From an optimization exercise on the open Yosys and OpenROAD flow, aimed at small area and a short achievable clock period; shortcuts taken in it are not production practice.
Function was checked by simulation only, so behaviour that the tests miss may differ from the original.
The clock port is modelled as an ideal driver; clocking choices that lean on that would not hold on a real chip.
Power figures rest on the tool's default switching activity, not on a simulated workload.

// rrc_filter
module rrc_filter #(
	parameter WIDTH = 9
)(
	input logic clk,
	input logic rst,
	input logic signed [WIDTH-1:0] filter_in,
	output logic signed [WIDTH-1:0] filter_out
);
  logic [8:0] sr0, sr1, sr2, sr3, sr4, sr5, sr6, sr7, sr8, sr9, sr10, sr11, sr12, sr13, sr14, sr15, sr16, sr17, sr18, sr19, sr20, sr21, sr22, sr23, sr24, sr25, sr26, sr27;
  always_ff @(posedge clk or posedge rst) begin
    if (rst) begin
      sr0 <= 9'h000;
      sr1 <= 9'h000;
      sr2 <= 9'h000;
      sr3 <= 9'h000;
      sr4 <= 9'h000;
      sr5 <= 9'h000;
      sr6 <= 9'h000;
      sr7 <= 9'h000;
      sr8 <= 9'h000;
      sr9 <= 9'h000;
      sr10 <= 9'h000;
      sr11 <= 9'h000;
      sr12 <= 9'h000;
      sr13 <= 9'h000;
      sr14 <= 9'h000;
      sr15 <= 9'h000;
      sr16 <= 9'h000;
      sr17 <= 9'h000;
      sr18 <= 9'h000;
      sr19 <= 9'h000;
      sr20 <= 9'h000;
      sr21 <= 9'h000;
      sr22 <= 9'h000;
      sr23 <= 9'h000;
      sr24 <= 9'h000;
      sr25 <= 9'h000;
      sr26 <= 9'h000;
      sr27 <= 9'h000;
    end else begin
      sr0 <= filter_in;
      sr1 <= sr0;
      sr2 <= sr1;
      sr3 <= sr2;
      sr4 <= sr3;
      sr5 <= sr4;
      sr6 <= sr5;
      sr7 <= sr6;
      sr8 <= sr7;
      sr9 <= sr8;
      sr10 <= sr9;
      sr11 <= sr10;
      sr12 <= sr11;
      sr13 <= sr12;
      sr14 <= sr13;
      sr15 <= sr14;
      sr16 <= sr15;
      sr17 <= sr16;
      sr18 <= sr17;
      sr19 <= sr18;
      sr20 <= sr19;
      sr21 <= sr20;
      sr22 <= sr21;
      sr23 <= sr22;
      sr24 <= sr23;
      sr25 <= sr24;
      sr26 <= sr25;
      sr27 <= sr26;
    end
  end
  logic [9:0] t0;
  always_ff @(posedge clk or posedge rst) begin
    if (rst) t0 <= 10'd904;
    else t0 <= 10'd904 - {{1{filter_in[8]}}, filter_in};
  end
  logic [9:0] pv0;
  always_ff @(posedge clk or posedge rst) begin
    if (rst) pv0 <= 10'd0;
    else pv0 <= {sr11[8], sr11} + {sr13[8], sr13};
  end
  logic [27:0] cs3;
  logic [31:0] cs2;
  logic [32:0] cs1;
  wire n1 = ~sr26[0];
  wire s2, c3;
  rrc_fa u3 (.a(sr24[0]), .b(sr27[0]), .ci(n1), .s(s2), .co(c3));
  ...
Size in the first run: roughly 970 cells after synthesis, roughly 370 flip-flops, ~20 I/O pins, ~0.017 mm2 of cells after synthesis.
clock: 10.5 ns
lec_check: 0
abc_clock_period_in_ps: 800
cap_margin: 20
core_margin: 2
core_utilization: 57
cts_buf_list: sky130_fd_sc_hd__clkbuf_16
cts_cluster_diameter: 90
cts_cluster_size: 32
place_density: 0.62
slew_margin: 20
synth_hierarchical: 1
standard.sh (not shown) runs the stock make flow with config.mk's settings and CLKGATE_MAP_FILE= SYNTH_SCRIPT=/design/flow/synth_recipe.tcl, a recipe that flattens the netlist after the stock synthesis.
==> flow/flow/run.sh <==
#!/bin/bash
# Own layout flow: the standard ORFS flow (standard.sh, unchanged synthesis), with
#  - timing repair aimed below the design's period (SETUP_SLACK_MARGIN; the SDC is unchanged),
#  - port buffers of a normal buffer cell rather than the smallest one,
#  - after CTS, the clock port drives the tree's branch buffers directly, split in two (flow/flatten_clock_root.tcl).
# Each step's full log is kept by ORFS under orfs/logs/; make's own output goes to flow.log.
set -uo pipefail
here=$(pwd)
bash standard.sh SETUP_SLACK_MARGIN=7.45 "BUFFER_PORTS_ARGS=-buffer_cell sky130_fd_sc_hd__buf_2" \
  "POST_CTS_TCL=$here/flow/flatten_clock_root.tcl" finish > flow.log 2>&1
Other scripts of this flow, unchanged in this note and not shown: flow/flow/flatten_clock_root.tcl
Change:
- CORE_UTILIZATION: 57 -> 76
- PLACE_DENSITY: 0.62 -> 0.81
Outcome:
- area after synthesis is unchanged
- setup slack is better by 0.021 ns
- total power rises by a few percent
- core utilization climbs by 20 points
- sequential cell count does not change
- maximum frequency grows slightly
- routed wire length climbs by a few percent
Change:
- CORE_UTILIZATION: 76 -> 52
- PLACE_DENSITY: 0.81 -> 0.57
What happened: The new run completed without violations; wire length goes down by 4.7%; total power came out lower by 0.64%; critical path depth grows by 5; maximum frequency grows by 0.59%; cell count is higher by 12%; setup slack is better by 0.018 ns; synthesized cell count stays the same.
Change:
--- a/flow/flow/run.sh
+++ b/flow/flow/run.sh
@@ -9 +9 @@
-bash standard.sh SETUP_SLACK_MARGIN=7.45 "BUFFER_PORTS_ARGS=-buffer_cell sky130_fd_sc_hd__buf_2" \
+bash standard.sh SETUP_SLACK_MARGIN=7.42 "BUFFER_PORTS_ARGS=-buffer_cell sky130_fd_sc_hd__buf_2" \
- CORE_UTILIZATION: 52 -> 62
- PLACE_DENSITY: 0.57 -> 0.67
Effect: Synthesized area stays the same. Clock skew rose by 0.0092 ns. Die area goes down by 16%. Global-route usage rises by 2.7 points.

* * *

## nickel
Another version of the RTL of rrc_filter (not shown whole).
Size: roughly 380 flip-flops, ~20 I/O pins, about 17000 um2 of cells after synthesis.
export LEC_CHECK = 0
export ABC_CLOCK_PERIOD_IN_PS = 800
export CAP_MARGIN = 20
export CORE_MARGIN = 2
export CORE_UTILIZATION = 70
export CTS_BUF_LIST = sky130_fd_sc_hd__clkbuf_16
export CTS_CLUSTER_DIAMETER = 80
export CTS_CLUSTER_SIZE = 30
export PLACE_DENSITY = 0.75
export SLEW_MARGIN = 20
export SYNTH_HIERARCHICAL = 1
create_clock -name core_clock -period 10.5 [get_ports {clk}]
==> flow/flow/run.sh <==
#!/bin/bash
# Own layout flow: the standard ORFS flow (standard.sh, unchanged synthesis), with
#  - timing repair aimed below the design's period (SETUP_SLACK_MARGIN; the SDC is unchanged),
#  - port buffers of a normal buffer cell rather than the smallest one,
#  - after CTS, the clock port drives the tree's branch buffers directly, split in two (flow/flatten_clock_root.tcl).
# Each step's full log is kept by ORFS under orfs/logs/; make's own output goes to flow.log.
set -uo pipefail
here=$(pwd)
bash standard.sh SETUP_SLACK_MARGIN=7.45 "BUFFER_PORTS_ARGS=-buffer_cell sky130_fd_sc_hd__buf_2" \
  "POST_CTS_TCL=$here/flow/flatten_clock_root.tcl" finish > flow.log 2>&1
==> flow/flow/flatten_clock_root.tcl <==
# POST_CTS hook. CTS builds root buffer -> branch buffers -> leaf buffers -> registers.
# 1. Drop the root buffer: the clock port then feeds the branch buffers directly.
set block [ord::get_db_block]
set clknet [$block findNet clk]

proc loads_of {net} {
  set l {}
  foreach it [$net getITerms] { if {[$it isInputSignal]} { lappend l $it } }
  return $l
}
proc out_net {inst} {
  foreach it [$inst getITerms] { if {[$it isOutputSignal]} { return [$it getNet] } }
  return ""
}

set roots [loads_of $clknet]
puts "clock hook: clock port feeds [llength $roots] cell(s)"
if {[llength $roots] == 1} {
  set root [[lindex $roots 0] getInst]
  set out [out_net $root]
  set loads [loads_of $out]
  if {[llength $loads] <= 4 && [llength $loads] > 0} {
    foreach it $loads {
      set pname "[[$it getInst] getName]/[[$it getMTerm] getName]"
      disconnect_pin [$out getName] $pname
      connect_pin clk $pname
    }
    set rname [$root getName]
    set oname [$out getName]
    delete_instance $rname
    delete_net $oname
    puts "clock hook: removed root $rname"
  }
}

set branches [loads_of $clknet]
set nsplit [expr {4 / max(1, [llength $branches])}]
if {[llength $branches] <= 2} {
  set k 0
  foreach bit $branches {
    set b [$bit getInst]
    set bnet [out_net $b]
    set leaves [loads_of $bnet]
    if {[llength $leaves] < 4} continue
    # split the leaves in two halves along the wider spread of their positions
    set pts {}
    foreach it $leaves {
      set li [$it getInst]
      set loc [$li getLocation]
      lappend pts [list $it [lindex $loc 0] [lindex $loc 1]]
    }
    set xs [lmap p $pts {lindex $p 1}]
    set ys [lmap p $pts {lindex $p 2}]
    set dx [expr {[tcl::mathfunc::max {*}$xs] - [tcl::mathfunc::min {*}$xs]}]
    set dy [expr {[tcl::mathfunc::max {*}$ys] - [tcl::mathfunc::min {*}$ys]}]
    set idx [expr {$dx >= $dy ? 1 : 2}]
    set pts [lsort -integer -index $idx $pts]
    set half [expr {[llength $pts] / 2}]
    set moved [lrange $pts $half end]
    set master [[$b getMaster] getName]
    set nname "clkhook_split_${k}"
    set netname "clkhook_net_${k}"
    incr k
    make_net $netname
    make_instance $nname $master
    set inst [$block findInst $nname]
    set sx 0; set sy 0
    foreach p $moved { set sx [expr {$sx + [lindex $p 1]}]; set sy [expr {$sy + [lindex $p 2]}] }
    set n [llength $moved]
    $inst setLocation [expr {$sx / $n}] [expr {$sy / $n}]
    $inst setPlacementStatus PLACED
    connect_pin clk "$nname/A"
    connect_pin $netname "$nname/X"
    [$block findNet $netname] setSigType CLOCK
    foreach p $moved {
      set it [lindex $p 0]
      set pname "[[$it getInst] getName]/[[$it getMTerm] getName]"
      disconnect_pin [$bnet getName] $pname
      connect_pin $netname $pname
    }
    # move the original branch buffer to the centroid of the leaves it keeps
    set sx 0; set sy 0
    set kept [lrange $pts 0 [expr {$half - 1}]]
    foreach p $kept { set sx [expr {$sx + [lindex $p 1]}]; set sy [expr {$sy + [lindex $p 2]}] }
    set n [llength $kept]
    $b setLocation [expr {$sx / $n}] [expr {$sy / $n}]
    puts "clock hook: split [$b getName] ([llength $leaves] leaves) into two"
  }
  detailed_placement
  check_placement -verbose
}
estimate_parasitics -placement
report_clock_latency
nickel: it failed with a tool error in clock tree synthesis (4_1_cts), so there are no final results.
For onyx, these inputs were changed with respect to nickel:
--- a/flow/flow/flatten_clock_root.tcl
+++ b/flow/flow/flatten_clock_root.tcl
@@ -64,3 +64,3 @@
-    make_net $netname
-    make_instance $nname $master
-    set inst [$block findInst $nname]
+    set newnet [odb::dbNet_create $block $netname]
+    $newnet setSigType CLOCK
+    set inst [odb::dbInst_create $block [[ord::get_db] findMaster $master] $nname]
@@ -72,3 +72,2 @@
-    connect_pin clk "$nname/A"
-    connect_pin $netname "$nname/X"
-    [$block findNet $netname] setSigType CLOCK
+    [$inst findITerm A] connect $clknet
+    [$inst findITerm X] connect $newnet
@@ -77,3 +76,2 @@
-      set pname "[[$it getInst] getName]/[[$it getMTerm] getName]"
-      disconnect_pin [$bnet getName] $pname
-      connect_pin $netname $pname
+      $it disconnect
+      $it connect $newnet
==> run notes <==
onyx went all the way through synthesis, placement and routing and the layout is clean on timing, DRC and antenna.
Fraction of synthesized cell area in xor and xnor cells came out exactly the same in nickel and onyx.
~same area after synthesis in nickel and onyx
Re placed cell count: no difference whatsoever between onyx and nickel.
Reported for nickel and onyx, synthesized cell count turned out identical to the last digit.
As far as floorplan die height is concerned, nickel and onyx perform about the same.
What lagoon does differently from onyx at the input level:
- changing CTS_CLUSTER_SIZE from 30 to 32
- setting GPL_TIMING_DRIVEN to 1 for the first time
- changing CTS_CLUSTER_DIAMETER from 80 to 90
==> run notes <==
lagoon vs onyx, instance count: lagoon lower
lagoon and onyx ended up with nearly the same post-route fraction of the period consumed by the critical path.
Sum of internal, switching and leakage power: lagoon < onyx
Fmax across lagoon and onyx: no real change.
Signed area change from the synthesized netlist to the final layout for lagoon: 0.90 points down relative to onyx
lagoon -> onyx: number of flip-flops and latches flat
Largest clock skew in the final design is lower on lagoon
The maximum number of pins on one net before global-route repair on lagoon is in line with that on onyx.
Comparing onyx against lagoon, there is no change at all in global route total overflow.
Total wirelength of the detailed-routed design, lagoon and onyx: higher on lagoon
lagoon ended with less length of routed wiring on met1 than onyx.
Inputs modified between lagoon and raven:
- removing GPL_TIMING_DRIVEN (formerly 1)
- changing CTS_CLUSTER_DIAMETER from 90 to 80
- changing CTS_CLUSTER_SIZE from 32 to 30
--- a/flow/flow/run.sh
+++ b/flow/flow/run.sh
@@ -9 +9 @@
-bash standard.sh SETUP_SLACK_MARGIN=7.45 "BUFFER_PORTS_ARGS=-buffer_cell sky130_fd_sc_hd__buf_2" \
+bash standard.sh SETUP_SLACK_MARGIN=7.5 "BUFFER_PORTS_ARGS=-buffer_cell sky130_fd_sc_hd__buf_2" \
Cell area delta (raven − lagoon): unfavourable. Part of the cycle the worst path needs, raven and lagoon: higher on lagoon. Portion of total power attributed to combinational logic in raven is 0.5 points below lagoon. Between lagoon and raven, the flow reports amount of wire on met2 after detailed routing decreasing slightly. When the final numbers for raven and lagoon were put side by side, the hold slack turned out to be greater in lagoon. First-iteration DRC count: lower on raven. Compared lagoon against raven; met1 layer usage reported by global route within noise. NOTE first-pass GRT wire length lagoon->raven decreased slightly.
[inputs] zinc vs raven
- GPL_TIMING_DRIVEN: unset -> 1
- GPL_ROUTABILITY_DRIVEN: unset -> 0
- CTS_CLUSTER_DIAMETER: 80 -> 90
- CTS_CLUSTER_SIZE: 30 -> 32
--- a/flow/flow/run.sh
+++ b/flow/flow/run.sh
@@ -9 +9 @@
-bash standard.sh SETUP_SLACK_MARGIN=7.5 "BUFFER_PORTS_ARGS=-buffer_cell sky130_fd_sc_hd__buf_2" \
+bash standard.sh SETUP_SLACK_MARGIN=7.45 "BUFFER_PORTS_ARGS=-buffer_cell sky130_fd_sc_hd__buf_2" \
Results
| clock power share | higher: raven |. Compared with raven, zinc shows a lower total power. Re switching fraction of total power: zinc is 0.32 points up on raven. | setup slack | zinc vs raven | 0.022 ns lower |. Of the two values seen for worst setup path startpoint, sr11[7]$_DFF_PP0_ was produced by zinc and sr8[6]$_DFF_PP0_ by raven. zinc: leakage dissipation about 0.9% below raven. zinc supports a lower top clock frequency than raven. Delta (zinc minus raven): post-route cell area now sits lower, number of cells on the worst reg-to-reg path now sits lower.

[separate check: timing with driven ports]
The flow's constraints put no driver on any port. The routed layouts listed below were extracted and timed again, unchanged, in two steps. Step 1: set_driving_cell puts a clkbuf_16 on clk and a buf_2 on each other input, an assumption about the parent block. Step 2 times the ports against the registers' clock, not the clock port: input delays grow and output delays shrink by t, the midpoint of the rising clock arrivals with the driver on. a / b / c = ideal / step 1 / step 2; a / b = the first two.
| run | shift t [ns] | setup slack, ns | worst setup path after step 2 |
|---|---|---|---|
| the first run of note 1 | 0.419 | 7.461 / 7.460 / 7.285 | input to register |
| the second run of note 1 | 0.415 | 7.482 / 7.479 / 7.171 | input to register |
| the third run of note 1 | 0.417 | 7.500 / 7.467 / 7.270 | input to register |
| the fourth run of note 1 | 0.426 | 7.496 / 7.474 / 7.277 | input to register |
| onyx | 0.413 | 7.516 / 7.477 / 7.214 | input to register |
| lagoon | 0.425 | 7.512 / 7.470 / 7.235 | input to register |
| raven | 0.412 | 7.534 / 7.473 / 7.222 | input to register |
| zinc | 0.425 | 7.512 / 7.470 / 7.235 | input to register |
After both steps every run listed still meets setup and hold. For raven, which loses most, drivers alone change the setup slack by -0.061 ns; drivers and shift together by -0.312 ns.
